Context: an optimization exercise on an open-source flow, tuned for small area. The choices shown serve that exercise and are no tape-out recipe.
At most, simulation tests tie the RTL to the original design; equivalence was not proved.
For runs 2 and 3, only the layout was checked, not whether the RTL still works.
In runs 7 and 8 the design's own scripts or RTL, not TritonCTS, make the clock network.
The clock input has no modelled driver; a real chip could not lean on it and would need a root buffer or a full tree.
Power is estimated from default activity; no workload was simulated.

===== flow/run.sh =====
#!/bin/bash
# synth_recipe.tcl (not shown) runs the flow's synth.tcl, then flattens the netlist and writes it again
# the make line also repeats each setting of config.mk as NAME=value (left out here)
make -C /OpenROAD-flow-scripts/flow DESIGN_CONFIG=/design/flow/config.mk WORK_HOME=/design/flow/orfs CLKGATE_MAP_FILE= SYNTH_SCRIPT=/design/flow/synth_recipe.tcl finish

===== flow/config.mk =====
export PLATFORM = sky130hd
export DESIGN_NAME = contador_ms
export DESIGN_NICKNAME = contador_ms
export VERILOG_FILES = /design/flow/design.v
export SDC_FILE = /design/flow/constraint.sdc
export NUM_CORES = 4
export LEC_CHECK = 0
export CAP_MARGIN = 20
export CORE_MARGIN = 2
export CORE_UTILIZATION = 40
export SLEW_MARGIN = 20

===== flow/constraint.sdc =====
create_clock -name core_clock -period 25.0 [get_ports {clk}]
set_input_delay 5.0000 -clock core_clock [delete_from_list [all_inputs] [get_ports {clk}]]
set_output_delay 5.0000 -clock core_clock [all_outputs]
set_load 0.01 [all_outputs]

===== flow/design.v =====
module contador_ms (
    input logic clk, rst, pulse_in,
    input logic read_time,  
    output logic ready, done_tick,
    output logic [19:0] count,  
    output logic [5:0] time_ms,  
    output logic [5:0] last_time_ms  
);
typedef enum {idle, counting, done} state_type;
state_type state_reg, state_next;
logic [31:0] count_reg, count_next;
logic [31:0] time_ms_reg, time_ms_next;
logic [31:0] last_time_ms_reg, last_time_ms_next;  
  parameter logic [31:0] MS_PER_CLOCK = 50000;  
logic pulse_in_prev;  
logic edge_detected;
always_ff @(posedge clk, posedge rst) begin
    if (rst) begin
        state_reg <= idle;
        count_reg <= 0;
        time_ms_reg <= 0;
        last_time_ms_reg <= 0;
        pulse_in_prev <= 0;
    end else begin
        state_reg <= state_next;
        count_reg <= count_next;
        time_ms_reg <= time_ms_next;
        last_time_ms_reg <= last_time_ms_next;
        pulse_in_prev <= pulse_in;  
    end
end
assign edge_detected = (pulse_in && !pulse_in_prev);  
always_comb begin
    state_next = state_reg;
    ready = 1'b0;
    done_tick = 1'b0;
    count_next = count_reg;
    time_ms_next = time_ms_reg;
    last_time_ms_next = last_time_ms_reg;  
    case (state_reg)
        idle: begin
            ready = 1'b1;
            if (edge_detected) begin  
                count_next = 0;  
                state_next = counting;
            end
        end
        counting: begin
            if (!pulse_in) begin  
                state_next = done;
            end else begin
                count_next = count_reg + 1;  
            end
        end
        done: begin
            done_tick = 1'b1;
            time_ms_next = count_reg / MS_PER_CLOCK;  
            if (read_time) begin
                last_time_ms_next = time_ms_next;  
            end
            state_next = idle;  
        end
        default: state_next = idle;
    endcase
end
assign time_ms = time_ms_reg[5:0];  
assign count = count_reg;  
assign last_time_ms = last_time_ms_reg[5:0];  
endmodule

==> flow_summary.json, run 1 <==
{
  "p_int_w": 0.000129,
  "slowest_stage": "nor3_1",
  "max_freq_ghz": 0.0546,
  "critPathKind": "register to register",
  "synth.avg_cell_area_sq_um": 7.20,
  "setup_viol": 0,
  "drt_wl_total_um": 37000,
  "yosysMostFrequentCell": "nor2_1",
  "final_hold_viol_count": 0,
  "synth_seq_area_share_pct": 9.96,
  "cts.repair_timing.setup_buffer_count": 0,
  "slew_viol_final": 0,
  "worstMarginPinSlew_ps": 977,
  "relSlewSlack_pct": 34.6,
  "dpl_cell_area_sq_um": 12200,
  "cts_sinks": 47,
  "cp-end-kind": "register",
  "rsz0062_at_grt": "false",
  "largest_reg_flops": 32,
  "yosysWarnings": 1,
  "status": "finished clean",
  "grt_start_max_net_pins": 48,
  "syn_nets": 1645,
  "die_w_um": 176,
  "worst_slack_ps": 6670,
  "clkTransAtPathRegs_ps": 80,
  "layout.nets": 1594,
  "grt.overflow.total": 0,
  "drt_pass1_iterations": 5,
  "critPathBufInv": 0,
  "grt_pass1_wl_um": 60500,
  "arrival_ps": 18500,
  "fin_skew_ps": 8.78,
  "vias": 12900,
  "drive_gt1_share_pct": 11.0,
  "core_sq_um": 28900,
  "hpwl_um": 28600,
  "power.density_nw_per_um2": 14.8,
  "synthFlopType": "dfrtp_1",
  "required_ps": 25170,
  "start_util_pct": 40.9,
  "ys_ff_latch": 47,
  "area_growth_pct": 4.62,
  "max_stage_delay_ps": 680,
  "cts_htree_levels": 2,
  "maxCapViolCount": 0,
  "seqPwrFrac_pct": 45.7,
  "power_w": 0.000183,
  "worstHoldPathType": "register to register",
  "finalCritPeriodShare_pct": 73.3,
  "fill_cells": 3081,
  "cts_resized": 0,
  "wl_per_cell_um": 18.8,
  "ir_drop_mv": 0.0245,
  "grt_pass1_vias": 11300,
  "synth_top_area_cell": "dfrtp_1",
  "synth_edf_count": 0,
  "numPortBuffers": 37,
  "synthTopCellsByArea": "dfrtp_1 (10%), xnor2_1 (6.3%), nor2_1 (5.5%), nand2_1 (5.1%), a21oi_1 (4.2%)",
  "pwr-share-clk_pct": 40.3,
  "dpl_worst_slack_ps": 7030,
  "rows": 62,
  "crit_path_frequent_cell": "nor2_1",
  "cp_max_fo": 18,
  "clockBufferDepth": 2,
  "cts_tree": "done",
  "drc_errors": 0,
  "die-height_um": 176,
  "track_usage_pct": 23.2,
  "finalSetupTns_ps": 0,
  "yosys-top-cells-count": "nor2_1 (173), nand2_1 (161), a21oi_1 (99)",
  "drt-initial-drc-count": 1176,
  "fin_area_sq_um": 12400,
  "insertion_delay_ps": 300,
  "cts_buffers": 5,
  "gp_congestion": 0.895,
  "netlist_instances": 1639,
  "p_sw_w": 0.0000539,
  "crit_family": "compound AO/OA/AOI/OAI gates",
  "postRouteAntennaNets": 0,
  "p_leak_nw": 4.45,
  "async_reset_ff_share_pct": 100,
  "finalNonFillerCells": 1973,
  "antenna_cells": 0,
  "switching_share_pct": 29.4,
  "grt_antenna_before_repair": 0,
  "io_pins": 38,
  "ctsHoldBuffers": 0,
  "cts_root_buffer": "clkbuf_16",
  "dieArea_sq_um": 30900,
  "synth_top_area_share_pct": 9.96,
  "placed_cells": 1965,
  "p_comb_share_pct": 14.0,
  "period_needed_ps": 18330,
  "netlist_area_sq_um": 11800,
  "synth.distinct_cells": 141,
  "start_kind": "register",
  "viasPerCell": 6.52
}
-- power groups by stage --
| stage | Combinational [W] | Sequential (W) | Clock, W |
|---|---|---|---|
| floorplan | 0.0000128 | 0.0000850 | 0 |
| global placement | 0.0000257 | 0.0000853 | 0 |
| detailed placement | 0.0000260 | 0.0000854 | 0 |
| CTS | 0.0000261 | 0.0000839 | 0.0000752 |
| global route | 0.0000279 | 0.0000846 | 0.0000784 |
| finish | 0.0000258 | 0.0000838 | 0.0000738 |
-- layout make-up --
| class | instances | area, sq um | share of cell area (%) |
|---|---|---|---|
| Inverter | 31 | 118 | 0.952 |
| Clock buffer | 5 | 125 | 1.01 |
| Clock inverter | 3 | 27.5 | 0.223 |
| Multi-Input combinational cell | 1460 | 10000 | 81.0 |
| Timing Repair Buffer | 43 | 415 | 3.36 |
| Sequential cell | 47 | 1180 | 9.52 |
| Tap cell | 384 | 480 | 3.89 |
-- logic make-up after synthesis --
logic type | share of synthesized area, %
fa+ha+maj | 0.636
mux | 6.10
simple gates | 28.4
xor+xnor | 9.95
flops | 9.96
compound gates | 39.6
buf+inv | 5.31
-- per-stage QoR --
stage | utilization [%] | hold slack, ps
2_1_floorplan | - | 514
4_1_cts | 42.8 | 495
6_report | 42.8 | 492
3_5_place_dp | 42.3 | 477
3_3_place_gp | 42.3 | 464
5_1_grt | 42.8 | 521
-- worst register-to-register path, delay by kind of cell, from the launching register on --
kind                      cells  cell delay (ps)
DFF                           1              570
xor gates and xnor gates      2              390
muxes                         4             1910
and+or+nand+nor              15             5340
AOI/OAI and AO/OA            33             9980
-- routing by layer --
metal	vias up	global-route usage, %	routed length, um	part of all wire, %
met5	-	0	0	0
met3	44	1.45	1630	4.4
li1	6218	-	-	-
met1	6209	33.7	17800	48
met4	0	4.48	628	1.7
met2	387	37.8	17000	46
-- cell usage in the layout, fill, tap and decap left out, types with 23 or more instances in the layout --
| cell type | n |
|---|---|
| nor3_1 | 50 |
| or3_1 | 23 |
| xnor2_1 | 85 |
| clkdlybuf4s50_1 | 37 |
| o21ai_0 | 95 |
| xor2_1 | 33 |
| a21oi_1 | 99 |
| o211ai_1 | 36 |
| nor2_1 | 173 |
| inv_1 | 23 |
| nand4_1 | 24 |
| a31oi_1 | 39 |
| a211oi_1 | 24 |
| nand3_1 | 70 |
| dfrtp_1 | 47 |
| nand2_1 | 161 |
| mux2i_1 | 29 |
-- worst paths after layout --
check	startpoint	endpoint	slack, ps	cells after the start
setup reg to reg	count_reg[21]	last_time_ms_reg[0]	6670	54
hold / removal	last_time_ms_reg[1]	last_time_ms_reg[1]	490	2
hold reg to reg	last_time_ms_reg[1]	last_time_ms_reg[1]	490	2
min in group asynchronous	rst	pulse_in_prev	5150	2
setup / recovery	count_reg[21]	last_time_ms_reg[0]	6670	54
max in group asynchronous	rst	count_reg[18]	19350	2
==> inputs of run 2 (changes only) <==
==> flow/design.v (replaced) <==
module contador_ms (
    input logic clk, rst, pulse_in,
    input logic read_time,
    output logic ready, done_tick,
    output logic [19:0] count,
    output logic [5:0] time_ms,
    output logic [5:0] last_time_ms
);
logic x, y;
logic [19:0] c;
logic [5:0] q, tm, lt;
wire dn = !x && !y;
wire start = x && !y && pulse_in;
wire inc = !x && y && pulse_in;
always_ff @(posedge clk, posedge rst) begin
    if (rst) begin
        x <= 1'b1; y <= 1'b0; c <= '0; tm <= '0; lt <= '0;
    end else begin
        y <= pulse_in;
        if (!y) x <= !(x && pulse_in);
        if (start) c <= '0;
        else if (inc) c <= c + 20'd1;
        if (dn) begin
            tm <= q;
            if (read_time) lt <= q;
        end
    end
end
assign ready = x;
assign done_tick = dn;
assign count = c;
assign time_ms = tm;
assign last_time_ms = lt;
logic [15:0] r;
wire wrap = (r == 16'd33928);
always_ff @(posedge clk) begin
    if (x || wrap) r <= '0;
    else r <= {r[14:0], ~(r[15] ^ r[2])};
    if (x) q <= '0;
    else if (inc && wrap) q <= q + 6'd1;
end
endmodule
==> run 2 against run 1 <==
  * First-iteration DRC count shrank 90%
  * Register-to-register slack improved by 16000 ps
  * Sequential cell count is 9 higher
  * Maximum frequency increased to 2.6 times the previous value
  * Count of clock-buffer cells in the layout is the same
  * Clock power down 33%
  * Sequential power rose by 11%
  * Critical endpoint is now done_tick
  * Largest cell class is now sequential cells
  * Largest power group unchanged
==> flow_summary.json, run 2 <==
{
  "grt_pass1_vias": 1598,
  "numPortBuffers": 37,
  "cts_tree": "done",
  "worst_slack_ps": 18000,
  "highest_layer": "met4",
  "max_freq_ghz": 0.143,
  "cts_resized": 0,
  "seq_area_sq_um": 1290,
  "final_common_cell": "clkdlybuf4s50_1",
  "die-height_um": 79.4,
  "track_usage_pct": 15.5,
  "dpl_cell_area_sq_um": 2710,
  "cts_root_buffer": "clkbuf_8",
  "finalNonFillerCells": 315,
  "multi_input_area_sq_um": 926,
  "drive_gt1_share_pct": 10.3,
  "largest_reg_flops": 20,
  "reg2reg_depth": 4,
  "drt_pass1_iterations": 4,
  "cts_htree_levels": 2,
  "max_stage_delay_ps": 660,
  "dpl_worst_slack_ps": 17720,
  "worstHoldPathType": "register to register",
  "fill_cells": 506,
  "synth.distinct_cells": 36,
  "critPathKind": "register to primary output",
  "viasPerCell": 5.27,
  "dieArea_sq_um": 6310,
  "ys_ff_latch": 56,
  "io_pins": 38,
  "postRouteAntennaNets": 0,
  "netlist_area_sq_um": 2280,
  "grt_pass1_wl_um": 7710,
  "maxCapViolCount": 0,
  "slowest_stage": "clkdlybuf4s50_1",
  "grt_antenna_before_repair": 0,
  "synth_top_area_share_pct": 36.3,
  "routed-wl-met2_um": 2020,
  "grt_start_max_net_pins": 35,
  "arrival_ps": 2000,
  "cts.repair_timing.setup_buffer_count": 0,
  "gp_congestion": 0.731,
  "drt-initial-drc-count": 123,
  "period_needed_ps": 7000,
  "fin_skew_ps": 6.04,
  "placed_cells": 307,
  "synth_edf_count": 0,
  "yosys-top-cells-count": "dfrtp_1 (33), dfxtp_1 (22), and3_1 (18)",
  "required_ps": 20000,
  "p_leak_nw": 1.16,
  "worstMarginPinSlew_ps": 833,
  "setup_viol": 0,
  "fin_area_sq_um": 2800,
  "core_sq_um": 5510,
  "power_w": 0.000152,
  "status": "finished clean",
  "yosysMostFrequentCell": "dfrtp_1",
  "die_w_um": 79.4,
  "start_kind": "register",
  "netlist_instances": 206,
  "hpwl_um": 3010,
  "synthFlopType": "dfrtp_1",
  "cts_buffers": 5,
  "min_path_cells": 1,
  "clockBufferDepth": 2,
  "async_reset_ff_share_pct": 60.7,
  "synthTopCellsByArea": "dfrtp_1 (36%), dfxtp_1 (19%), mux2_2 (5.9%), and3_1 (4.9%), o31ai_1 (3.3%)",
  "ir_drop_mv": 0.0339,
  "final_cell_mix": "clkdlybuf4s50_1 (37), dfrtp_1 (33), dfxtp_1 (22), and3_1 (18), nand2_1 (16)",
  "start_util_pct": 41.3,
  "finalCritPeriodShare_pct": 28.0,
  "path_cells": "nor2_1, clkdlybuf4s50_1",
  "yosysWarnings": 1,
  "drc_errors": 0,
  "wl_per_cell_um": 14.3,
  "syn_nets": 212,
  "synth_seq_area_share_pct": 56.8,
  "drt-met1-wl_um": 2310,
  "layout.nets": 248,
  "synth_top_area_cell": "dfrtp_1",
  "cp-end-kind": "primary output",
  "cp_max_fo": 12,
  "ctsHoldBuffers": 0,
  "rows": 27,
  "insertion_delay_ps": 310,
  "finalSetupTns_ps": 0,
  "area_growth_pct": 23.0,
  "cts_sinks": 56,
  "vias": 1660,
  "antenna_cells": 0,
  "rsz0062_at_grt": "false",
  "power.density_nw_per_um2": 54.1,
  "relSlewSlack_pct": 44.3,
  "slew_viol_final": 0,
  "drt_wl_total_um": 4510,
  "routed-wl-met3_um": 140,
  "clkTransAtPathRegs_ps": 100,
  "grt.overflow.total": 0,
  "synth.avg_cell_area_sq_um": 11.0,
  "final_hold_viol_count": 0
}
[run 2: final cells by class]
class	count	share of cell area (%)
repair buffers	38	13.5
well taps	72	3.22
inverters	6	0.804
clock buffers	5	2.46
multi-input cells	135	33.1
clock inverters	3	0.804
flip-flops and latches	56	46.2
[run 2: kinds of logic after synthesis]
logic type | after synthesis | share of synthesized area (%)
adders and majority gates | 2 | 1.10
xor gates and xnor gates | 2 | 0.770
and+or+nand+nor | 75 | 19.2
buffers and inverters | 15 | 2.53
AOI/OAI and AO/OA | 39 | 11.4
muxes | 17 | 8.14
DFF | 56 | 56.8
[run 2: critical path: cells and delay by family (launching register included)]
kind | cells | cell delay (ps)
DFF | 1 | 440
and+or+nand+nor | 1 | 580
buffers and inverters | 1 | 660
[run 2: metal layers]
| layer | vias to the layer above | GRT usage, % |
|---|---|---|
| li1 | 845 | - |
| met1 | 789 | 22.5 |
| met2 | 21 | 23.0 |
| met3 | 5 | 3.17 |
| met4 | 0 | 5.34 |
| met5 | - | 0 |
[run 2: stage by stage]
stage,hold slack (ps),utilization [%]
floorplan,451,-
global placement,467,49.2
detailed placement,474,49.2
CTS,500,50.9
global route,527,50.9
finish,499,50.9
[run 2: path summary, 6_finish.rpt]
path,slack (ps),to,from
max in group asynchronous,19590,x,rst
setup reg to reg,22670,q[5],r[9]
hold reg to reg,500,r[15],r[14]
min in group asynchronous,5070,tm[1],rst
setup / recovery,18000,done_tick,x
hold / removal,500,r[15],r[14]
[run 2: power breakdown]
group / internal (W) / switching [W]
Sequential: 0.0000914 / 0.00000172
Clock: 0.0000201 / 0.0000296
Combinational: 0.00000368 / 0.00000506
Total: 0.000115 / 0.0000364
==> inputs of run 3 (changes only) <==
==> flow/flow/run.sh (new file) <==
#!/bin/bash
# Standard ORFS layout with two changes: port buffers use the smallest
# buffer (buf_1) instead of the default pick, and CTS uses no dummy loads.
set -euo pipefail
export BUFFER_PORTS_ARGS="-buffer_cell sky130_fd_sc_hd__buf_1"
export CTS_ARGS="-sink_clustering_enable -repair_clock_nets -dont_use_dummy_load"
bash standard.sh finish > standard_flow.log 2>&1
==> flow/standard.sh (new file) <==
#!/bin/bash
# synth_recipe.tcl (not shown) runs the flow's synth.tcl, then flattens the netlist and writes it again
# the make line also repeats each setting of config.mk as NAME=value (left out here)
make -C /OpenROAD-flow-scripts/flow DESIGN_CONFIG=/design/flow/config.mk WORK_HOME=/design/flow/orfs CLKGATE_MAP_FILE= SYNTH_SCRIPT=/design/flow/synth_recipe.tcl "${@:-finish}"
removed: flow/run.sh
==> run 3 against run 2 <==
  * Sequential cell count stayed put
  * Design area decreased by 9.1%
  * Sequential power barely moved
  * Still clean
  * Clock skew up 15 ps
==> flow_summary.json, run 3 <==
{
  "area_growth_pct": 11.9,
  "slowest_stage": "or4_1",
  "final_common_cell": "buf_1",
  "start_util_pct": 41.3,
  "core_sq_um": 5510,
  "worstMarginPinSlew_ps": 843,
  "required_ps": 25230,
  "layout.nets": 248,
  "grt_pass1_vias": 1460,
  "synth_edf_count": 0,
  "die_w_um": 79.4,
  "synth_top_area_share_pct": 36.3,
  "setup.worst_path.start": "pulse_in",
  "power_w": 0.000145,
  "drt-initial-drc-count": 85,
  "clkTransAtPathRegs_ps": 100,
  "track_usage_pct": 14.7,
  "start_kind": "input pin",
  "ys_ff_latch": 56,
  "drive_gt1_share_pct": 9.17,
  "dieArea_sq_um": 6310,
  "drc_errors": 0,
  "synthFlopType": "dfrtp_1",
  "cp_max_fo": 17,
  "arrival_ps": 6820,
  "crit_cells": 5,
  "io_pins": 38,
  "netlist_area_sq_um": 2280,
  "slew_viol_final": 0,
  "vias": 1658,
  "insertion_delay_ps": 310,
  "final_hold_viol_count": 0,
  "synth_top_area_cell": "dfrtp_1",
  "fin_skew_ps": 20.8,
  "postRouteAntennaNets": 0,
  "drt_pass1_iterations": 4,
  "finalSetupTns_ps": 0,
  "cts_buffers": 5,
  "placed_cells": 307,
  "max_stage_delay_ps": 740,
  "syn_nets": 212,
  "hold_slack_ps": 495,
  "crit_family": "simple AND/OR/NAND/NOR gates",
  "synth.avg_cell_area_sq_um": 11.0,
  "antenna_cells": 0,
  "reg2reg_depth": 4,
  "gp_congestion": 0.687,
  "cts_htree_levels": 2,
  "power.density_nw_per_um2": 57.0,
  "wl_per_cell_um": 14.0,
  "cts_sinks": 56,
  "synthTopCellsByArea": "dfrtp_1 (36%), dfxtp_1 (19%), mux2_2 (5.9%), and3_1 (4.9%), o31ai_1 (3.3%)",
  "critPathBufInv": 1,
  "multi_input_area_sq_um": 926,
  "period_needed_ps": 6590,
  "largest_reg_flops": 20,
  "async_reset_ff_share_pct": 60.7,
  "die-height_um": 79.4,
  "r2r_slack_ps": 22650,
  "path_cells": "buf_1, nand3b_2, or4_1, or4_1, nand2_1",
  "critPathKind": "input pin to register",
  "clockBufferDepth": 2,
  "cts_resized": 0,
  "p_leak_nw": 1.06,
  "maxCapViolCount": 0,
  "rsz0062_at_grt": "false",
  "max_freq_ghz": 0.152,
  "grt_antenna_before_repair": 0,
  "finalCritPeriodShare_pct": 26.4,
  "finalNonFillerCells": 312,
  "synth.distinct_cells": 36,
  "seq_area_sq_um": 1290,
  "r2r_end": "q[5]",
  "drt_wl_total_um": 4360,
  "synth_seq_area_share_pct": 56.8,
  "status": "finished clean",
  "yosysMostFrequentCell": "dfrtp_1",
  "ir_drop_mv": 0.0219,
  "yosysWarnings": 1,
  "final_cell_mix": "buf_1 (37), dfrtp_1 (33), dfxtp_1 (22), and3_1 (18), nand2_1 (16)",
  "worstHoldPathType": "register to register",
  "relSlewSlack_pct": 43.6,
  "netlist_instances": 206,
  "cp-end-kind": "register",
  "r2r_start": "r[5]",
  "ctsHoldBuffers": 0,
  "crit_path_frequent_cell": "or4_1",
  "cts.repair_timing.setup_buffer_count": 0,
  "hpwl_um": 2920,
  "fill_cells": 546,
  "endpoint": "c[19]",
  "yosys-top-cells-count": "dfrtp_1 (33), dfxtp_1 (22), and3_1 (18)",
  "grt_start_max_net_pins": 35,
  "rows": 27,
  "cts_root_buffer": "clkbuf_8",
  "viasPerCell": 5.31,
  "grt_pass1_wl_um": 7200,
  "cts_tree": "done",
  "numPortBuffers": 37,
  "grt.overflow.total": 0,
  "setup_viol": 0
}
==> run 3: cell families after synthesis <==
| kind of cell | share of synthesized area, % |
|---|---|
| AND/OR/NAND/NOR | 19.2 |
| flip-flops | 56.8 |
| AO/OA/AOI/OAI | 11.4 |
| multiplexers | 8.14 |
| buffers and inverters | 2.53 |
| XOR/XNOR | 0.770 |
| adder cells (fa/ha/maj) | 1.10 |
==> run 3: power breakdown <==
part | leakage (nW) | switching (W) | internal (W)
combinational | 0.379 | 0.00000497 | 0.00000221
clock | 0.0359 | 0.0000268 | 0.0000182
sequential | 0.646 | 0.00000168 | 0.0000914
==> run 3: routing by layer <==
| layer | GRT usage [%] | part of all wire [%] |
|---|---|---|
| met4 | 5.69 | 1.4 |
| met5 | 0 | 0 |
| met3 | 3.73 | 3.0 |
| met2 | 20.2 | 44 |
| met1 | 22.1 | 52 |
==> run 3: worst min-delay path by stage <==
stage          cells after the start    end  start
2_1_floorplan                      1  r[11]  r[10]
3_3_place_gp                       1  r[15]  r[14]
3_5_place_dp                       1   r[4]   r[3]
4_1_cts                            1  r[11]  r[10]
5_1_grt                            1   r[2]   r[1]
6_report                           1  r[11]  r[10]
==> run 3: stage by stage <==
stage          setup slack (ps)  util, %  instance area, sq um
4_1_cts                   18400     46.2                  2550
3_5_place_dp              18120     45.0                  2480
3_3_place_gp              18150     45.0                  2480
6_report                  18410     46.2                  2550
2_1_floorplan             18630        -                  2280
5_1_grt                   18290     46.2                  2550
==> run 3: layout make-up <==
cell class | count | area share, %
multi-input cells | 135 | 36.4
inverters | 6 | 0.885
flip-flops and latches | 56 | 50.8
clock buffers | 5 | 2.70
repair buffers | 38 | 5.75
well taps | 72 | 3.54
==> inputs of run 4 (changes only) <==
==> flow/design.v (replaced) <==
module contador_ms (
    input logic clk, rst, pulse_in,
    input logic read_time,
    output logic ready, done_tick,
    output logic [19:0] count,
    output logic [5:0] time_ms,
    output logic [5:0] last_time_ms
);
logic rdy, dn, p;
logic [19:0] c;
logic [5:0] q, tm, lt;
logic [11:0] r;
wire cnt = !rdy && !dn;
wire start = rdy && pulse_in && !p;
wire inc = cnt && pulse_in;
wire tick = inc && (c[3:0] == 4'hf);
always_ff @(posedge clk, posedge rst) begin
    if (rst) begin
        rdy <= 1'b1; dn <= 1'b0; p <= 1'b0; c <= '0; tm <= '0; lt <= '0;
    end else begin
        p <= pulse_in;
        if (start) begin rdy <= 1'b0; c <= '0; end
        if (cnt) begin
            if (pulse_in) c <= c + 20'd1;
            else dn <= 1'b1;
        end
        if (dn) begin
            dn <= 1'b0; rdy <= 1'b1; tm <= q;
            if (read_time) lt <= q;
        end
    end
end
always_ff @(posedge clk) begin
    if (rdy) begin q <= '0; r <= '0; end
    else if (tick) begin
        if (r == 12'd3124) begin r <= '0; q <= q + 6'd1; end
        else r <= r + 12'd1;
    end
end
assign ready = rdy;
assign done_tick = dn;
assign count = c;
assign time_ms = tm;
assign last_time_ms = lt;
endmodule
==> flow/run.sh (new file) <==
#!/bin/bash
# synth_recipe.tcl (not shown) runs the flow's synth.tcl, then flattens the netlist and writes it again
# the make line also repeats each setting of config.mk as NAME=value (left out here)
make -C /OpenROAD-flow-scripts/flow DESIGN_CONFIG=/design/flow/config.mk WORK_HOME=/design/flow/orfs CLKGATE_MAP_FILE= SYNTH_SCRIPT=/design/flow/synth_recipe.tcl finish
removed: flow/flow/run.sh
removed: flow/standard.sh
==> run 4 against run 3 <==
  * Synthesized cell count increased by 21%
  * Sequential power increased by 11%
  * Register-to-register slack got worse by 150 ps
  * Cell count increased by 15%
  * Worst hold slack got worse by 16 ps
  * Count of clock-buffer cells in the layout unchanged
  * Maximum frequency decreased by 6.6%
  * Wire length increased by 17%
  * Total power increased by 25%
  * Clock power increased by 9.6%
  * Area after synthesis increased by 11%
  * Sequential cell count decreased by 3
==> flow_summary.json, run 4 <==
{
  "status": "finished clean",
  "yosysWarnings": 1,
  "antenna_cells": 0,
  "rows": 28,
  "cts_resized": 0,
  "io_pins": 38,
  "cts_htree_levels": 2,
  "gp_congestion": 0.780,
  "rsz0062_at_grt": "false",
  "relSlewSlack_pct": 42.8,
  "numPortBuffers": 37,
  "power.density_nw_per_um2": 60.2,
  "start_kind": "input pin",
  "synthFlopType": "dfrtp_1",
  "arrival_ps": 7220,
  "cts_sinks": 53,
  "setup_viol": 0,
  "grt_pass1_vias": 1786,
  "dieArea_sq_um": 6950,
  "synth_edf_count": 0,
  "placed_cells": 352,
  "reg2reg_depth": 4,
  "max_freq_ghz": 0.142,
  "multi_input_area_sq_um": 1200,
  "drc_errors": 0,
  "cts_tree": "done",
  "period_needed_ps": 7050,
  "drt_wl_total_um": 5100,
  "fin_area_sq_um": 3030,
  "vias": 1870,
  "min_path_cells": 1,
  "synthTopCellsByArea": "dfrtp_1 (34%), dfxtp_1 (14%), mux2i_1 (5.2%), nand2_1 (5.1%), mux2_2 (4.9%)",
  "start_util_pct": 42.1,
  "cts.repair_timing.setup_buffer_count": 0,
  "dpl_cell_area_sq_um": 2940,
  "die_w_um": 83.4,
  "ctsHoldBuffers": 0,
  "finalCritPeriodShare_pct": 28.2,
  "grt_pass1_wl_um": 8940,
  "cts_root_buffer": "clkbuf_8",
  "ir_drop_mv": 0.0276,
  "seq_area_sq_um": 1240,
  "finalSetupTns_ps": 0,
  "fin_skew_ps": 7.06,
  "largest_reg_flops": 20,
  "drt_pass1_iterations": 4,
  "utilization_pct": 50.5,
  "critPathKind": "input pin to register",
  "syn_nets": 257,
  "grt_start_max_net_pins": 36,
  "cts_buffers": 5,
  "synth.avg_cell_area_sq_um": 10.1,
  "synth_seq_area_share_pct": 49.1,
  "die-height_um": 83.4,
  "cp-end-kind": "register",
  "grt.overflow.total": 0,
  "slew_viol_final": 0,
  "insertion_delay_ps": 310,
  "ys_ff_latch": 53,
  "synth.distinct_cells": 44,
  "final_cell_mix": "clkdlybuf4s50_1 (37), nand2_1 (34), dfrtp_1 (34), dfxtp_1 (18), nor2_1 (15)",
  "clockBufferDepth": 2,
  "maxCapViolCount": 0,
  "hpwl_um": 3500,
  "p_leak_nw": 1.27,
  "area_growth_pct": 20.1,
  "finalNonFillerCells": 360,
  "netlist_instances": 249,
  "synth_top_area_cell": "dfrtp_1",
  "postRouteAntennaNets": 0,
  "netlist_area_sq_um": 2520,
  "power_w": 0.000182,
  "r2r_slack_ps": 22500,
  "yosys-top-cells-count": "dfrtp_1 (34), nand2_1 (34), dfxtp_1 (18)",
  "wl_per_cell_um": 14.2,
  "fill_cells": 536,
  "viasPerCell": 5.19,
  "worstHoldPathType": "register to register",
  "final_hold_viol_count": 0,
  "async_reset_ff_share_pct": 66.0,
  "grt_antenna_before_repair": 0,
  "drive_gt1_share_pct": 8.77,
  "layout.nets": 292,
  "cp_max_fo": 12,
  "track_usage_pct": 15.7,
  "drt-initial-drc-count": 121,
  "final_common_cell": "clkdlybuf4s50_1",
  "core_sq_um": 5990,
  "worstMarginPinSlew_ps": 856,
  "clkTransAtPathRegs_ps": 100,
  "required_ps": 25170,
  "synth_top_area_share_pct": 33.8
}
-- run 4: cell types whose count changed after synthesis, moves of 7 or more --
cell      before  now
and3_1        18    4
nand2_1       16   34
mux2i_1        5   13
o31ai_1       10    2
nor2_1         5   15
o211ai_1       8    1
-- run 4: cell type report --
cell class                 instances  area share, %
clock inverter                     3          0.744
multi-input combinational        179           39.6
timing repair buffer              38           12.5
inverter                           7          0.868
sequential                        53           40.9
tap                               75           3.10
clock buffer                       5           2.27
-- run 4: metal layers --
metal / global-route usage [%] / wire length [um]
met1: 22.3 / 2630
met4: 4.92 / 90
met5: 0 / 0
met3: 4.17 / 198
met2: 23.2 / 2180
-- run 4: logic make-up (layout without fill, tap and decap cells) --
kind of cell | Yosys count | after routing | share of synthesized area, %
DFF | 53 | 53 | 49.1
adders and majority gates | 4 | 4 | 1.99
buffers and inverters | 17 | 53 | 3.28
and+or+nand+nor | 111 | 111 | 24.3
AOI/OAI and AO/OA | 28 | 28 | 6.75
muxes | 27 | 27 | 11.4
xor gates and xnor gates | 9 | 9 | 3.13
-- run 4: critical path, stage by stage --
cell and delay [ps]:
clkdlybuf4s50_1 640, and4bb_1 440, nand4_1 270, o21bai_1 750, nor2_1 110
-- run 4: worst paths after layout --
check,from,end
max reg2reg,dn,r[7]
max,pulse_in,r[7]
min in group asynchronous,rst,c[17]
max in group asynchronous,rst,rdy
min reg2reg,c[19],c[19]
min,c[19],c[19]
-- run 4: power breakdown --
group          leakage [nW]  total (W)  switching (W)  internal (W)
sequential            0.623   0.000103      0.0000127     0.0000900
clock                0.0364  0.0000492      0.0000295     0.0000197
combinational         0.608  0.0000304      0.0000161     0.0000144
-- run 4: metrics by stage --
step,hold slack (ps),setup slack [ps]
2_1_floorplan,442,18690
5_1_grt,514,17750
4_1_cts,487,17920
3_3_place_gp,460,17670
3_5_place_dp,473,17580
6_report,479,17950
==> inputs of run 5 (changes only) <==
==> flow/design.v (replaced) <==
module contador_ms (
    input logic clk, rst, pulse_in,
    input logic read_time,
    output logic ready, done_tick,
    output logic [19:0] count,
    output logic [5:0] time_ms,
    output logic [5:0] last_time_ms
);
logic x, y;
logic [19:0] c;
logic [5:0] q, tm, lt;
wire dn = !x && !y;
wire start = x && !y && pulse_in;
wire inc = !x && y && pulse_in;
always_ff @(posedge clk, posedge rst) begin
    if (rst) begin
        x <= 1'b1; y <= 1'b0; c <= '0; tm <= '0; lt <= '0;
    end else begin
        y <= pulse_in;
        if (!y) x <= !(x && pulse_in);
        if (start) c <= '0;
        else if (inc) c <= c + 20'd1;
        if (dn) begin
            tm <= q;
            if (read_time) lt <= q;
        end
    end
end
assign ready = x;
assign done_tick = dn;
assign count = c;
assign time_ms = tm;
assign last_time_ms = lt;
localparam logic [11:0] TERM = 12'd1702;
localparam logic [11:0] MASK = 12'd3839;
logic [11:0] r;
wire rterm = (r & MASK) == (TERM & MASK);
wire reload = x || rterm;
always_ff @(posedge clk) begin
    if (reload) r <= '0;
    else r <= {~r[10:0], ~(r[0] ^ r[11])};
    if (x) q <= '0;
    else if (inc && (c[3:0] == 4'hf) && rterm) q <= q + 6'd1;
end
endmodule
==> flow/flow/run.sh (new file) <==
#!/bin/bash
# The standard ORFS layout (the standard.sh) with three changes:
# - synthesis maps the logic with an area-oriented ABC script (flow/abc_area.script);
#   everything else in synthesis is the standard script (see flow/my_synth.tcl);
# - port buffers are the smallest buffer, buf_1;
# - clock tree synthesis settings below.
set -euo pipefail
here=$(pwd)
export MY_ABC_SCRIPT=$here/flow/abc_area.script
export BUFFER_PORTS_ARGS="-buffer_cell sky130_fd_sc_hd__buf_1"
export CTS_ARGS="-sink_clustering_enable -repair_clock_nets -dont_use_dummy_load -sink_clustering_size 64 -sink_clustering_max_diameter 300 -buf_list sky130_fd_sc_hd__clkbuf_8"
sed "s#SYNTH_SCRIPT=[^ ]*#SYNTH_SCRIPT=$here/flow/my_synth.tcl#" standard.sh > my_standard.sh
bash my_standard.sh finish > flow_make.log 2>&1
==> flow/flow/abc_area.script (new file) <==
strash
&get -n
&deepsyn -T 20
&put
&get -n
&nf -a -R 1000
&put
dnsize -c
==> flow/flow/my_synth.tcl (new file) <==
proc synth {args} { yosys synth -nofsm -noshare {*}$args }
# Map with our own ABC script (area oriented); everything else is the standard synthesis.
proc abc {args} {
  set i [lsearch -exact $args -script]
  if {$i >= 0} { lset args [expr {$i + 1}] $::env(MY_ABC_SCRIPT) }
  yosys abc {*}$args
}
source $::env(SCRIPTS_DIR)/synth.tcl
# left out here: clear keep_hierarchy, flatten, clean up, hide names made inside functions, write 1_2_yosys.v
==> flow/standard.sh (new file) <==
#!/bin/bash
# synth_recipe.tcl (not shown) runs the flow's synth.tcl, then flattens the netlist and writes it again
# the make line also repeats each setting of config.mk as NAME=value (left out here)
make -C /OpenROAD-flow-scripts/flow DESIGN_CONFIG=/design/flow/config.mk WORK_HOME=/design/flow/orfs CLKGATE_MAP_FILE= SYNTH_SCRIPT=/design/flow/synth_recipe.tcl "${@:-finish}"
removed: flow/run.sh
==> run 5 against run 4 <==
  * Via count down 25%
  * Design area shrank 26%
  * Wire length fell by 32%
  * Area after synthesis down 22%
  * Die area fell by 21%
  * Synthesized cell count fell by 31%
  * Sequential cell count fell by 1
  * Critical path type unchanged
  * Critical endpoint is now c[19]
  * Largest cell class unchanged
  * Largest power group unchanged
==> flow_summary.json, run 5 <==
{
  "grt_antenna_before_repair": 0,
  "hp-start": "r[8]",
  "yosysMostFrequentCell": "dfrtp_1",
  "grt_start_max_net_pins": 35,
  "antenna_cells": 0,
  "relSlewSlack_pct": 49.3,
  "arrival_ps": 8030,
  "drt-initial-drc-count": 59,
  "maxCapViolCount": 0,
  "rows": 25,
  "cts_root_buffer": "clkbuf_8",
  "setup.worst_path.start": "pulse_in",
  "rsz0062_at_grt": "false",
  "synth_edf_count": 0,
  "cts_htree_levels": 2,
  "synth_top_area_share_pct": 42.2,
  "layout.nets": 224,
  "grt.overflow.total": 0,
  "required_ps": 25180,
  "power.density_nw_per_um2": 64.6,
  "track_usage_pct": 14.3,
  "final_cell_mix": "buf_1 (37), dfrtp_1 (33), nor2_1 (26), dfxtp_1 (18), and3_1 (13)",
  "drc_errors": 0,
  "dieArea_sq_um": 5460,
  "r2r_start": "x",
  "viasPerCell": 4.99,
  "grt_pass1_vias": 1304,
  "yosys-top-cells-count": "dfrtp_1 (33), nor2_1 (26), dfxtp_1 (18)",
  "cts_tree": "done",
  "hpwl_um": 2470,
  "cts_resized": 0,
  "wl_per_cell_um": 12.2,
  "ctsHoldBuffers": 0,
  "synth.distinct_cells": 26,
  "synthTopCellsByArea": "dfrtp_1 (42%), dfxtp_1 (18%), mux2_1 (6.9%), nor2_1 (5.0%), and3_1 (4.2%)",
  "async_reset_ff_share_pct": 65.4,
  "fill_cells": 464,
  "netlist_instances": 173,
  "drt_pass1_iterations": 4,
  "io_pins": 38,
  "fin_skew_ps": 8.01,
  "synthFlopType": "dfrtp_1",
  "netlist_area_sq_um": 1960,
  "gp_congestion": 0.732,
  "synth_seq_area_share_pct": 62.0,
  "slew_viol_final": 0,
  "finalSetupTns_ps": 0,
  "period_needed_ps": 7850,
  "final_common_cell": "buf_1",
  "die_w_um": 73.9,
  "drive_gt1_share_pct": 3.24,
  "critPathKind": "input pin to register",
  "setup_viol": 0,
  "insertion_delay_ps": 290,
  "finalCritPeriodShare_pct": 31.4,
  "vias": 1411,
  "worst_slack_ps": 17150,
  "cts.repair_timing.setup_buffer_count": 0,
  "yosysWarnings": 1,
  "ys_ff_latch": 52,
  "core_sq_um": 4720,
  "cp_max_fo": 7,
  "worstHoldPathType": "register to register",
  "numPortBuffers": 37,
  "grt_pass1_wl_um": 5980,
  "multi_input_area_sq_um": 721,
  "final_hold_viol_count": 0,
  "dpl_worst_slack_ps": 16830,
  "worstMarginPinSlew_ps": 759,
  "p_leak_nw": 1.03,
  "status": "finished clean",
  "start_util_pct": 41.4,
  "clkTransAtPathRegs_ps": 80,
  "drt_wl_total_um": 3460,
  "area_growth_pct": 15.3,
  "seq_area_sq_um": 1210,
  "cp-end-kind": "register",
  "max_freq_ghz": 0.127,
  "largest_reg_flops": 20,
  "cts_buffers": 5,
  "postRouteAntennaNets": 0,
  "clockBufferDepth": 2,
  "start_kind": "input pin",
  "die-height_um": 73.9,
  "cts_sinks": 52,
  "ir_drop_mv": 0.0357,
  "synth.avg_cell_area_sq_um": 11.3,
  "syn_nets": 179,
  "synth_top_area_cell": "dfrtp_1"
}
## run 5: cell types whose count changed after synthesis, moves of 7 or more
cell	delta
mux2_1	+9
nand2_1	-31
nor2_1	+11
mux2i_1	-12
a22oi_1	+10
and3_1	+9
inv_1	-7
nand3_1	-10
mux2_2	-11
## run 5: cells by family (layout without fill, tap and decap cells)
family	count (synthesis)	count (layout)	share of synthesized area, %
DFF	52	52	62.0
adders and majority gates	2	2	1.28
buffers and inverters	6	49	1.15
muxes	13	13	7.42
and+or+nand+nor	66	66	17.1
xor gates and xnor gates	1	1	0.448
AOI/OAI and AO/OA	33	33	10.6
## run 5: layout make-up
| cell class | count | share of cell area [%] |
|---|---|---|
| clock buffer | 5 | 3.05 |
| sequential | 52 | 53.8 |
| timing repair buffer | 38 | 6.49 |
| tap | 67 | 3.72 |
| multi-input combinational | 115 | 32.0 |
| inverter | 6 | 0.999 |
## run 5: through the flow
| step | util (%) | total power [W] | instance area [sq um] | instances | hold WS, ps |
|---|---|---|---|---|---|
| 2_1_floorplan | - | 0.000102 | 1960 | 173 | 368 |
| 3_3_place_gp | 46.3 | 0.000106 | 2190 | 278 | 370 |
| 3_5_place_dp | 46.3 | 0.000106 | 2190 | 278 | 379 |
| 4_1_cts | 47.7 | 0.000148 | 2250 | 283 | 390 |
| 5_1_grt | 47.7 | 0.000154 | 2250 | 283 | 413 |
| 6_report | 47.7 | 0.000146 | 2250 | 283 | 385 |
## run 5: layer usage
metal | track usage, % | vias to the layer above | wire length (um)
met5 | 0 | - | 0
met2 | 20.8 | 27 | 1530
met4 | 6.87 | 0 | 81
met1 | 19.7 | 660 | 1700
met3 | 4.12 | 9 | 147
li1 | - | 715 | -
## run 5: power breakdown
group | internal, W | total [W] | switching, W
Clock | 0.0000181 | 0.0000414 | 0.0000233
Sequential | 0.0000885 | 0.0000926 | 0.00000405
Combinational | 0.00000445 | 0.0000116 | 0.00000713
## run 5: critical path: stages
cell and delay (ps):
buf_1 150, nor3b_1 660, o21ai_0 250, nor3_1 320, and3_1 260, and4_1 220, and2_0 180, and3_1 210
and3_1 200, and3_1 230, nand4_1 130, a21oi_1 170, a21oi_1 50
## run 5: final timing paths
check / cells after the start / endpoint / slack [ps]
setup reg to reg: 13 / c[19] / 21080
hold / removal: 1 / r[9] / 380
setup / recovery: 13 / c[19] / 17150
min in group asynchronous: 3 / lt[0] / 4760
max in group asynchronous: 3 / x / 19910
hold reg to reg: 1 / r[9] / 380
==> inputs of run 6 (changes only) <==
--- a/flow/flow/run.sh
+++ b/flow/flow/run.sh
@@ -8,6 +8,6 @@
 here=$(pwd)
 export MY_ABC_SCRIPT=$here/flow/abc_area.script
 export BUFFER_PORTS_ARGS="-buffer_cell sky130_fd_sc_hd__buf_1"
-export CTS_ARGS="-sink_clustering_enable -repair_clock_nets -dont_use_dummy_load -sink_clustering_size 64 -sink_clustering_max_diameter 300 -buf_list sky130_fd_sc_hd__clkbuf_8"
+export CTS_ARGS="-sink_clustering_enable -repair_clock_nets -dont_use_dummy_load"
 sed "s#SYNTH_SCRIPT=[^ ]*#SYNTH_SCRIPT=$here/flow/my_synth.tcl#" standard.sh > my_standard.sh
 bash my_standard.sh finish > flow_make.log 2>&1
==> run 6 against run 5 <==
  * Register-to-register slack hardly changed
  * Total power is the same
  * Clock power about the same
  * Global-route usage is the same
  * Sequential cell count did not move
  * Design area stayed put
  * Synthesized cell count did not move
  * Critical path type unchanged
  * Critical endpoint unchanged
  * Highest routed layer unchanged
==> flow_summary.json, run 6 <==
{
  "status": "finished clean",
  "start_kind": "input pin",
  "grt_pass1_vias": 1304,
  "layout.nets": 224,
  "maxCapViolCount": 0,
  "seqPwrFrac_pct": 63.6,
  "track_usage_pct": 14.3,
  "start_util_pct": 41.4,
  "cts_resized": 0,
  "p_sw_w": 0.0000345,
  "arrival_ps": 8030,
  "async_reset_ff_share_pct": 65.4,
  "ys_ff_latch": 52,
  "period_needed_ps": 7850,
  "cts_tree": "done",
  "synth_top_area_share_pct": 42.2,
  "insertion_delay_ps": 290,
  "pwr-share-clk_pct": 28.4,
  "switching_share_pct": 23.7,
  "min_path_cells": 1,
  "antenna_cells": 0,
  "synthFlopType": "dfrtp_1",
  "fin_skew_ps": 8.01,
  "cp_max_fo": 7,
  "grt.overflow.total": 0,
  "worstMarginPinSlew_ps": 759,
  "reg2reg_depth": 13,
  "synth.avg_cell_area_sq_um": 11.3,
  "final_hold_viol_count": 0,
  "grt_start_max_net_pins": 35,
  "numPortBuffers": 37,
  "placed_cells": 278,
  "slowest_stage": "nor3b_1",
  "yosysWarnings": 1,
  "p_comb_share_pct": 8.0,
  "yosysMostFrequentCell": "dfrtp_1",
  "cts_sinks": 52,
  "fill_cells": 464,
  "synth_edf_count": 0,
  "finalNonFillerCells": 283,
  "area_growth_pct": 15.3,
  "synthTopCellsByArea": "dfrtp_1 (42%), dfxtp_1 (18%), mux2_1 (6.9%), nor2_1 (5.0%), and3_1 (4.2%)",
  "slew_viol_final": 0,
  "finalSetupTns_ps": 0,
  "postRouteAntennaNets": 0,
  "synth_seq_area_share_pct": 62.0,
  "synth.distinct_cells": 26,
  "utilization_pct": 47.7,
  "wl_per_cell_um": 12.2,
  "p_int_w": 0.000111,
  "grt_antenna_before_repair": 0,
  "core_sq_um": 4720,
  "drt_wl_total_um": 3460,
  "multi_input_area_sq_um": 721,
  "drt-initial-drc-count": 59,
  "crit_path_frequent_cell": "and3_1",
  "netlist_area_sq_um": 1960,
  "viasPerCell": 4.99,
  "setup_viol": 0,
  "synth_top_area_cell": "dfrtp_1",
  "drive_gt1_share_pct": 3.24,
  "final_common_cell": "buf_1",
  "cp-end-kind": "register",
  "die_w_um": 73.9,
  "max_freq_ghz": 0.127,
  "cts_root_buffer": "clkbuf_8",
  "grt_pass1_wl_um": 5980,
  "dieArea_sq_um": 5460,
  "power.density_nw_per_um2": 64.6,
  "hold_slack_ps": 385,
  "max_stage_delay_ps": 660,
  "rows": 25,
  "p_leak_nw": 1.03,
  "vias": 1411,
  "cts_buffers": 5,
  "hpwl_um": 2470,
  "gp_congestion": 0.732,
  "drc_errors": 0,
  "required_ps": 25180,
  "rsz0062_at_grt": "false",
  "yosys-top-cells-count": "dfrtp_1 (33), nor2_1 (26), dfxtp_1 (18)",
  "drt_pass1_iterations": 4,
  "largest_reg_flops": 20,
  "path_cells": "buf_1, nor3b_1, o21ai_0, nor3_1, and3_1, and4_1, and2_0, and3_1, and3_1, and3_1, nand4_1, a21oi_1, a21oi_1",
  "cts.repair_timing.setup_buffer_count": 0,
  "die-height_um": 73.9,
  "netlist_instances": 173,
  "clkTransAtPathRegs_ps": 80,
  "ctsHoldBuffers": 0,
  "io_pins": 38,
  "seq_area_sq_um": 1210,
  "critPathKind": "input pin to register",
  "finalCritPeriodShare_pct": 31.4,
  "ir_drop_mv": 0.0357,
  "syn_nets": 179,
  "cts_htree_levels": 2,
  "final_cell_mix": "buf_1 (37), dfrtp_1 (33), nor2_1 (26), dfxtp_1 (18), and3_1 (13)",
  "clockBufferDepth": 2,
  "relSlewSlack_pct": 49.3,
  "worstHoldPathType": "register to register"
}
run 6: cell counts after synthesis:
No cell type changed its count.
run 6: worst max-delay path: cells and delay by family:
kind / cells / cell delay [ps]
buffers and inverters: 1 / 150
AND/OR/NAND/NOR: 9 / 2410
AO/OA/AOI/OAI: 3 / 470
run 6: power groups by stage:
stage | clock network [W] | registers [W] | logic [W]
final | 0.0000414 | 0.0000926 | 0.0000116
after global placement | 0 | 0.0000946 | 0.0000116
after CTS | 0.0000437 | 0.0000926 | 0.0000119
after global routing | 0.0000464 | 0.0000934 | 0.0000138
after floorplan | 0 | 0.0000945 | 0.00000709
after detailed placement | 0 | 0.0000944 | 0.0000119
run 6: cell type report:
class                      count  share of cell area [%]
tap                           67                    3.72
timing repair buffer          38                    6.49
clock buffer                   5                    3.05
inverter                       6                   0.999
multi-input combinational    115                    32.0
sequential                    52                    53.8
run 6: path summary, 6_finish.rpt:
kind                       startpoint  endpoint  slack [ps]
max                          pulse_in     c[19]       17150
max reg2reg                         x     c[19]       21080
min reg2reg                      r[8]      r[9]         380
max in group asynchronous         rst         x       19910
min in group asynchronous         rst     lt[0]        4760
min                              r[8]      r[9]         380
run 6: per-layer routing:
metal	track usage (%)	routed length [um]	part of all wire (%)	vias to the layer above
met5	0	0	0	-
met4	6.87	81	2.3	0
met3	4.12	147	4.2	9
met2	20.8	1530	44	27
met1	19.7	1700	49	660
li1	-	-	-	715
run 6: per-stage QoR:
| stage | cell area, sq um | worst slack [ps] | total power [W] |
|---|---|---|---|
| after floorplan | 1960 | 17430 | 0.000102 |
| final | 2250 | 17150 | 0.000146 |
| after global routing | 2250 | 16660 | 0.000154 |
| after global placement | 2190 | 16890 | 0.000106 |
| after detailed placement | 2190 | 16830 | 0.000106 |
| after CTS | 2250 | 17140 | 0.000148 |
run 6: logic make-up after synthesis:
kind of cell | count (synthesis) | share of synthesized area, %
AND/OR/NAND/NOR | 66 | 17.1
adder cells (fa/ha/maj) | 2 | 1.28
flip-flops | 52 | 62.0
XOR/XNOR | 1 | 0.448
AO/OA/AOI/OAI | 33 | 10.6
multiplexers | 13 | 7.42
buffers and inverters | 6 | 1.15
==> inputs of run 7 (changes only) <==
==> flow/flow/run.sh (replaced) <==
#!/bin/bash
# The standard ORFS layout (the standard.sh) with these changes:
# - synthesis maps the logic with an area-oriented ABC script (flow/abc_area.script);
#   everything else in synthesis is the standard script (see flow/my_synth.tcl);
# - port buffers are the smallest buffer, buf_1;
# - the clock tree is a flat tree of a few buffers fed by the clock port
#   (flow/pre_cts.tcl, flow/manual_cts.tcl).
# Each make step's log is in orfs/logs/; make's own output goes to flow_make.log.
set -euo pipefail
here=$(pwd)
export MY_FLOW_DIR=$here/flow
export MY_ABC_SCRIPT=$here/flow/abc_area.script
export BUFFER_PORTS_ARGS="-buffer_cell sky130_fd_sc_hd__buf_1"
export PRE_CTS_TCL=$here/flow/pre_cts.tcl
sed "s#SYNTH_SCRIPT=[^ ]*#SYNTH_SCRIPT=$here/flow/my_synth.tcl#" standard.sh > my_standard.sh
bash my_standard.sh finish > flow_make.log 2>&1
==> flow/flow/abc_area.script (replaced) <==
strash
&get -n
&deepsyn -T 20
&put
&get -n
&dch -f
&nf -a -R 1000
&put
dnsize -c
==> flow/flow/manual_cts.tcl (new file) <==
# Clock tree of k buffers, each driving one group of clock sinks, all fed
# from the clock port. Groups come from a few rounds of k-means on the
# sink locations; each buffer starts at its group's centre.
proc manual_cts { master_name k } {
  set block [ord::get_db_block]
  set master [[ord::get_db] findMaster $master_name]
  set port_net [[$block findBTerm clk] getNet]
  $port_net setSigType CLOCK
  set sinks {}
  foreach it [$port_net getITerms] {
    set loc [[$it getInst] getLocation]
    lappend sinks [list $it [lindex $loc 0] [lindex $loc 1]]
  }
  set sinks [lsort -real -index 1 $sinks]
  set n [llength $sinks]
  # initial centres: spread along x
  set cx {}; set cy {}
  for {set g 0} {$g < $k} {incr g} {
    set s [lindex $sinks [expr {int(($g + 0.5) * $n / $k)}]]
    lappend cx [lindex $s 1]; lappend cy [lindex $s 2]
  }
  for {set iter 0} {$iter < 20} {incr iter} {
    set assign {}
    foreach s $sinks {
      set best 0; set bd 1e18
      for {set g 0} {$g < $k} {incr g} {
        set d [expr {abs([lindex $s 1] - [lindex $cx $g]) + abs([lindex $s 2] - [lindex $cy $g])}]
        if {$d < $bd} { set bd $d; set best $g }
      }
      lappend assign $best
    }
    set nx {}; set ny {}
    for {set g 0} {$g < $k} {incr g} {
      set sx 0; set sy 0; set m 0
      foreach s $sinks a $assign {
        if {$a == $g} { set sx [expr {$sx + [lindex $s 1]}]; set sy [expr {$sy + [lindex $s 2]}]; incr m }
      }
      if {$m > 0} { lappend nx [expr {$sx / $m}]; lappend ny [expr {$sy / $m}] } else { lappend nx [lindex $cx $g]; lappend ny [lindex $cy $g] }
    }
    set cx $nx; set cy $ny
  }
  for {set g 0} {$g < $k} {incr g} {
    set inst [odb::dbInst_create $block $master clkbuf_$g]
    set net [odb::dbNet_create $block clknet_$g]
    $net setSigType CLOCK
    set m 0
    foreach s $sinks a $assign {
      if {$a == $g} { set it [lindex $s 0]; $it disconnect; $it connect $net; incr m }
    }
    [$inst findITerm A] connect $port_net
    [$inst findITerm X] connect $net
    $inst setLocation [expr {int([lindex $cx $g])}] [expr {int([lindex $cy $g])}]
    $inst setPlacementStatus PLACED
    puts "manual_cts: clkbuf_$g ($master_name) drives $m sinks"
  }
}
==> flow/flow/pre_cts.tcl (new file) <==
# Sourced by ORFS's cts.tcl (PRE_CTS_TCL) just before clock_tree_synthesis.
# Replace clock tree synthesis with a flat tree: the clock port drives
# 3 sky130_fd_sc_hd__clkbuf_8 buffers, each driving one cluster of registers.
source $::env(MY_FLOW_DIR)/manual_cts.tcl
proc clock_tree_synthesis {args} { manual_cts sky130_fd_sc_hd__clkbuf_8 3 }
==> run 7 against run 6 <==
  * Total power shrank 8.5%
  * Critical path type unchanged
  * Worst setup slack lost 61 ps
  * Still clean
  * Core utilization is 1.0 points lower
  * Sequential share of layout area up 1.5 points
==> flow_summary.json, run 7 <==
{
  "status": "finished clean",
  "rows": 25,
  "rsz0062_at_grt": "false",
  "max_freq_ghz": 0.126,
  "area_growth_pct": 13.2,
  "drt_pass1_iterations": 4,
  "numPortBuffers": 37,
  "cts.repair_timing.setup_buffer_count": 0,
  "largest_reg_flops": 20,
  "ir_drop_mv": 0.0597,
  "hp-start": "r[8]",
  "die-height_um": 73.6,
  "routed-wl-met2_um": 1570,
  "ctsHoldBuffers": 0,
  "arrival_ps": 7930,
  "setup_viol": 0,
  "async_reset_ff_share_pct": 65.4,
  "maxCapViolCount": 0,
  "crit_path_frequent_cell": "and3_1",
  "insertion_delay_ps": 170,
  "multi_input_area_sq_um": 706,
  "dpl_cell_area_sq_um": 2150,
  "r2r_end": "c[19]",
  "fill_cells": 473,
  "cp_max_fo": 17,
  "dieArea_sq_um": 5410,
  "drt-met1-wl_um": 1710,
  "synthFlopType": "dfrtp_1",
  "netlist_area_sq_um": 1940,
  "worstHoldPathType": "register to register",
  "grt_pass1_wl_um": 6000,
  "routed-wl-met3_um": 113,
  "synthTopCellsByArea": "dfrtp_1 (43%), dfxtp_1 (19%), mux2_1 (7.0%), nor2_1 (4.8%), a22oi_1 (3.5%)",
  "synth_top_area_cell": "dfrtp_1",
  "wl_per_cell_um": 13.0,
  "crit_family": "simple AND/OR/NAND/NOR gates",
  "drive_gt1_share_pct": 2.36,
  "layout.nets": 220,
  "start_kind": "input pin",
  "synth.avg_cell_area_sq_um": 11.3,
  "worstMarginPinSlew_ps": 872,
  "r2r_slack_ps": 21570,
  "endpoint": "c[19]",
  "grt_antenna_before_repair": 0,
  "drt_wl_total_um": 3460,
  "fin_area_sq_um": 2190,
  "highest_layer": "met4",
  "synth_seq_area_share_pct": 62.6,
  "gp_congestion": 0.775,
  "synth_edf_count": 0,
  "vias": 1391,
  "cts_resized": 0,
  "hold_slack_ps": 393,
  "p_leak_nw": 0.989,
  "die_w_um": 73.6,
  "yosysWarnings": 1,
  "cp-end-kind": "register",
  "finalCritPeriodShare_pct": 31.6,
  "final_cell_mix": "buf_1 (37), dfrtp_1 (33), nor2_1 (25), dfxtp_1 (18), mux2_1 (12)",
  "crit_cells": 14,
  "path_cells": "buf_1, nand2_1, or2_0, nand3_1, nor3_1, and3_1, and4_1, and2_0, and3_1, and3_1, and3_1, nand4_1, nand3_1, o21ai_0",
  "period_needed_ps": 7910,
  "grt_start_max_net_pins": 35,
  "reg2reg_depth": 13,
  "grt_pass1_vias": 1292,
  "syn_nets": 177,
  "antenna_cells": 0,
  "start_util_pct": 41.3,
  "relSlewSlack_pct": 41.8,
  "seq_area_sq_um": 1210,
  "io_pins": 38,
  "final_common_cell": "buf_1",
  "slowest_stage": "or2_0",
  "viasPerCell": 5.23,
  "max_stage_delay_ps": 670,
  "hpwl_um": 2470,
  "setup.worst_path.start": "pulse_in",
  "synth.distinct_cells": 25,
  "ys_ff_latch": 52,
  "final_hold_viol_count": 0,
  "utilization_pct": 46.7,
  "core_sq_um": 4690,
  "netlist_instances": 171,
  "yosysMostFrequentCell": "dfrtp_1",
  "fin_skew_ps": 29.9,
  "required_ps": 25030,
  "yosys-top-cells-count": "dfrtp_1 (33), nor2_1 (25), dfxtp_1 (18)",
  "drc_errors": 0,
  "slew_viol_final": 0,
  "synth_top_area_share_pct": 42.6,
  "finalSetupTns_ps": 0,
  "power.density_nw_per_um2": 60.7,
  "grt.overflow.total": 0,
  "drt-initial-drc-count": 63,
  "critPathKind": "input pin to register",
  "critPathBufInv": 1,
  "track_usage_pct": 13.3,
  "clkTransAtPathRegs_ps": 120,
  "postRouteAntennaNets": 0,
  "r2r_start": "x"
}
[run 7: cell count changes after synthesis, sizes merged, moves of 2 or more]
cell / before / now
and4: 1 / 3
and3: 13 / 9
a31oi: 4 / 7
a21oi: 12 / 10
nor3: 9 / 7
and2: 4 / 2
o21ai: 3 / 8
o21a: 3 / 1
nand3: 2 / 4
nand2: 3 / 5
[run 7: per-stage QoR]
stage | std cells | power, W | setup WS [ps]
after detailed placement | 263 | 0.000104 | 16900
after global placement | 263 | 0.000104 | 17040
after global routing | 266 | 0.000139 | 16660
final | 266 | 0.000133 | 17090
after floorplan | 171 | 0.0000999 | 17480
after CTS | 266 | 0.000128 | 16880
[run 7: how the worst min path moves through the flow]
stage           end  slack (ps)  depth (start not counted)
3_3_place_gp   r[9]         370                          1
3_5_place_dp   r[9]         380                          1
4_1_cts        r[9]         380                          1
5_1_grt        r[9]         410                          1
2_1_floorplan  r[9]         370                          1
6_report       r[9]         390                          1
[run 7: worst register-to-register path, stage by stage, from the launching register on]
cell	delay, ps
dfstp_2	450
nand2_1	90
or2_0	670
nand3_1	200
nor3_1	280
and3_1	260
and4_1	210
and2_0	180
and3_1	220
and3_1	200
and3_1	220
nand4_1	120
nand3_1	100
o21ai_0	100
[run 7: power by group]
part	switching [W]	internal, W
clock	0.0000199	0.0000112
combinational	0.00000622	0.00000391
sequential	0.00000389	0.0000880
[run 7: kinds of logic after synthesis]
| family | count (synthesis) | share of synthesized area [%] |
|---|---|---|
| and+or+nand+nor | 62 | 16.0 |
| DFF | 52 | 62.6 |
| AOI/OAI and AO/OA | 37 | 11.7 |
| muxes | 12 | 6.98 |
| buffers and inverters | 5 | 0.969 |
| adders and majority gates | 2 | 1.29 |
| xor gates and xnor gates | 1 | 0.452 |
[run 7: layout make-up]
cell class | instances | area share (%)
timing repair buffer | 38 | 6.68
sequential | 52 | 55.3
buffer | 3 | 1.88
inverter | 5 | 0.856
tap | 54 | 3.08
multi-input combinational | 114 | 32.2
[run 7: routing by layer]
layer	global-route usage [%]	vias up
li1	-	710
met1	20.1	656
met2	21.2	19
met3	1.10	6
met4	2.22	0
met5	0	-
==> inputs of run 8 (changes only) <==
--- a/flow/flow/run.sh
+++ b/flow/flow/run.sh
@@ -2,6 +2,7 @@
 # The standard ORFS layout (the standard.sh) with these changes:
 # - synthesis maps the logic with an area-oriented ABC script (flow/abc_area.script);
 #   everything else in synthesis is the standard script (see flow/my_synth.tcl);
+# - after floorplan, muxes that share a select become a22o cells (flow/swap_mux.tcl);
 # - port buffers are the smallest buffer, buf_1;
 # - the clock tree is a flat tree of a few buffers fed by the clock port
 #   (flow/pre_cts.tcl, flow/manual_cts.tcl).
@@ -10,6 +11,7 @@
 here=$(pwd)
 export MY_FLOW_DIR=$here/flow
 export MY_ABC_SCRIPT=$here/flow/abc_area.script
+export POST_FLOORPLAN_TCL=$here/flow/post_floorplan.tcl
 export BUFFER_PORTS_ARGS="-buffer_cell sky130_fd_sc_hd__buf_1"
 export PRE_CTS_TCL=$here/flow/pre_cts.tcl
 sed "s#SYNTH_SCRIPT=[^ ]*#SYNTH_SCRIPT=$here/flow/my_synth.tcl#" standard.sh > my_standard.sh
==> flow/flow/post_floorplan.tcl (new file) <==
# Sourced by ORFS's floorplan.tcl (POST_FLOORPLAN_TCL), before tap cells and
# the power grid: mux2_1 groups sharing a select become a22o_1 + one inverter.
source $::env(MY_FLOW_DIR)/swap_mux.tcl
swap_mux_to_a22o
==> flow/flow/swap_mux.tcl (new file) <==
# Replace each group of mux2_1 cells that share a select net by a22o_1 cells
# plus one inverter for the group: X = S&A1 | ~S&A0. Same function, less area
# once two or more muxes share the select.
proc swap_mux_to_a22o {} {
  set block [ord::get_db_block]
  set db [ord::get_db]
  set a22o [$db findMaster sky130_fd_sc_hd__a22o_1]
  set invm [$db findMaster sky130_fd_sc_hd__inv_1]
  set groups [dict create]
  foreach inst [$block getInsts] {
    if {[[$inst getMaster] getName] eq "sky130_fd_sc_hd__mux2_1"} {
      dict lappend groups [[[$inst findITerm S] getNet] getName] $inst
    }
  }
  set k 0
  dict for {sname insts} $groups {
    if {[llength $insts] < 2} { continue }
    set snet [$block findNet $sname]
    set inv [odb::dbInst_create $block $invm "muxsel_inv_$k"]
    set snn [odb::dbNet_create $block "muxsel_n_$k"]
    [$inv findITerm A] connect $snet
    [$inv findITerm Y] connect $snn
    foreach m $insts {
      set a0 [[$m findITerm A0] getNet]
      set a1 [[$m findITerm A1] getNet]
      set x [[$m findITerm X] getNet]
      set name [$m getName]
      odb::dbInst_destroy $m
      set n [odb::dbInst_create $block $a22o $name]
      [$n findITerm A1] connect $snet
      [$n findITerm A2] connect $a1
      [$n findITerm B1] connect $snn
      [$n findITerm B2] connect $a0
      [$n findITerm X] connect $x
    }
    puts "swap_mux_to_a22o: [llength $insts] muxes on select $sname"
    incr k
  }
}
--- a/flow/config.mk
+++ b/flow/config.mk
@@ -8,4 +8,5 @@
 export CAP_MARGIN = 20
 export CORE_MARGIN = 2
 export CORE_UTILIZATION = 40
+export PLACE_DENSITY = 0.75
 export SLEW_MARGIN = 20
==> run 8 against run 7 <==
  * Still clean on timing, DRC and antenna
  * Design area shrank 1.0%
  * Largest power group unchanged
  * Critical endpoint unchanged
  * Clock skew shrank 6.4 ps
  * Die area is the same
  * Area after synthesis is the same
  * Worst setup slack gained 85 ps
  * Register-to-register slack gained 70 ps
  * Maximum frequency grew 1.1%
==> flow_summary.json, run 8 <==
{
  "synth.avg_cell_area_sq_um": 11.3,
  "yosysMostFrequentCell": "dfrtp_1",
  "core_sq_um": 4690,
  "synth-simple-area-share_pct": 16.0,
  "max_freq_ghz": 0.128,
  "largest_reg_flops": 20,
  "ctsHoldBuffers": 0,
  "clkTransAtPathRegs_ps": 110,
  "rsz0062_at_grt": "false",
  "grt.overflow.total": 0,
  "worstMarginPinSlew_ps": 819,
  "yosys-top-cells-count": "dfrtp_1 (33), nor2_1 (25), dfxtp_1 (18)",
  "power.density_nw_per_um2": 61.4,
  "setup_viol": 0,
  "synthFlopType": "dfrtp_1",
  "period_needed_ps": 7820,
  "viasPerCell": 5.34,
  "die-height_um": 73.6,
  "grt_pass1_wl_um": 6030,
  "syn_nets": 177,
  "cp_max_fo": 17,
  "synth_top_area_cell": "dfrtp_1",
  "wl_per_cell_um": 13.1,
  "utilization_pct": 46.2,
  "synth-xor-area-share_pct": 0.452,
  "numPortBuffers": 37,
  "io_pins": 38,
  "synth_top_area_share_pct": 42.6,
  "synth_edf_count": 0,
  "finalSetupTns_ps": 0,
  "maxCapViolCount": 0,
  "synth_fa_ha_area_share_pct": 1.29,
  "area_growth_pct": 12.0,
  "max_stage_delay_ps": 640,
  "synth_seq_area_share_pct": 62.6,
  "critPathBufInv": 1,
  "arrival_ps": 7880,
  "cp-end-kind": "register",
  "finalCritPeriodShare_pct": 31.3,
  "final_cell_mix": "buf_1 (37), dfrtp_1 (33), nor2_1 (25), dfxtp_1 (18), a22o_1 (13)",
  "fin_skew_ps": 23.5,
  "netlist_area_sq_um": 1940,
  "cts.repair_timing.setup_buffer_count": 0,
  "drc_errors": 0,
  "p_leak_nw": 0.959,
  "gp_congestion": 0.753,
  "synthTopCellsByArea": "dfrtp_1 (43%), dfxtp_1 (19%), mux2_1 (7.0%), nor2_1 (4.8%), a22oi_1 (3.5%)",
  "slew_viol_final": 0,
  "drt_wl_total_um": 3510,
  "relSlewSlack_pct": 45.4,
  "fill_cells": 454,
  "required_ps": 25060,
  "hold_slack_ps": 390,
  "track_usage_pct": 13.5,
  "synth.distinct_cells": 25,
  "grt_antenna_before_repair": 0,
  "rows": 25,
  "crit_path_frequent_cell": "and3_1",
  "dieArea_sq_um": 5410,
  "ir_drop_mv": 0.0359,
  "status": "finished clean",
  "worstHoldPathType": "register to register",
  "start_kind": "input pin",
  "synth_top_family_by_area": "simple AND/OR/NAND/NOR gates",
  "die_w_um": 73.6,
  "start_util_pct": 41.3,
  "netlist_instances": 171,
  "final_hold_viol_count": 0,
  "synth.mux.area_fraction_pct": 6.98
}
-- run 8: area by class of cell --
cell class / count / area, sq um / area share [%]
sequential: 52 / 1210 / 55.9
inverter: 7 / 26.3 / 1.21
multi-input combinational: 114 / 676 / 31.1
timing repair buffer: 38 / 146 / 6.75
tap: 54 / 67.6 / 3.11
buffer: 3 / 41.3 / 1.90
-- run 8: final timing paths --
check | from | endpoint | slack, ps | depth (start not counted)
hold reg to reg | r[8] | r[9] | 390 | 1
setup reg to reg | x | c[19] | 21640 | 13
setup / recovery | pulse_in | c[19] | 17180 | 14
max in group asynchronous | rst | x | 19790 | 3
min in group asynchronous | rst | c[19] | 4870 | 3
hold / removal | r[8] | r[9] | 390 | 1
-- run 8: kinds of logic (layout without fill, tap and decap cells) --
family	after synthesis	count (layout)
AOI/OAI and AO/OA	37	49
xor gates and xnor gates	1	1
adders and majority gates	2	2
buffers and inverters	5	48
DFF	52	52
muxes	12	0
and+or+nand+nor	62	62
-- run 8: where the power goes --
group / total (W) / internal [W] / switching (W)
sequential: 0.0000919 / 0.0000881 / 0.00000384
clock: 0.0000309 / 0.0000112 / 0.0000197
combinational: 0.0000104 / 0.00000381 / 0.00000663
-- run 8: per-stage QoR --
| step | setup WS (ps) | std cells | area, sq um | power, W |
|---|---|---|---|---|
| detailed placement | 17010 | 265 | 2130 | 0.000104 |
| CTS | 17010 | 268 | 2170 | 0.000128 |
| floorplan | 17480 | 171 | 1940 | 0.0000999 |
| finish | 17180 | 268 | 2170 | 0.000133 |
| global route | 16770 | 268 | 2170 | 0.000140 |
| global placement | 17090 | 265 | 2130 | 0.000104 |
-- run 8: layer usage --
layer  vias to the layer above  wire length (um)  track usage (%)
met1                       663              1730             20.6
li1                        731                 -                -
met4                         0                40             1.21
met3                         5               158            0.960
met5                         -                 0                0
met2                        31              1580             21.9

==> what the ideal ports hide <==
Ports are ideal in the flow. The routed layouts listed here were re-timed in OpenROAD. Step 1: set_driving_cell puts a clkbuf_16 on clk and a buf_2 on each other input, an assumption about the parent block. Step 2 also shifts input and output timing later by t, the mid clock arrival at the registers, as if the neighbouring blocks saw the same clock. Three values: ideal, step 1, step 2; two values: the first two.
run | t (ns) | setup WS [ns]
run 1 | 0.335 | 6.669 / 6.669 / 6.669
run 2 | 0.330 | 18.002 / 17.975 / 17.733
run 3 | 0.327 | 18.411 / 18.418 / 18.091
run 4 | 0.335 | 17.947 / 17.944 / 17.609
run 5 | 0.314 | 17.154 / 17.158 / 16.844
run 6 | 0.314 | 17.154 / 17.158 / 16.844
run 7 | 0.207 | 17.094 / 17.106 / 16.899
run 8 | 0.202 | 17.179 / 17.205 / 17.003
After both steps every run listed still meets setup and hold.
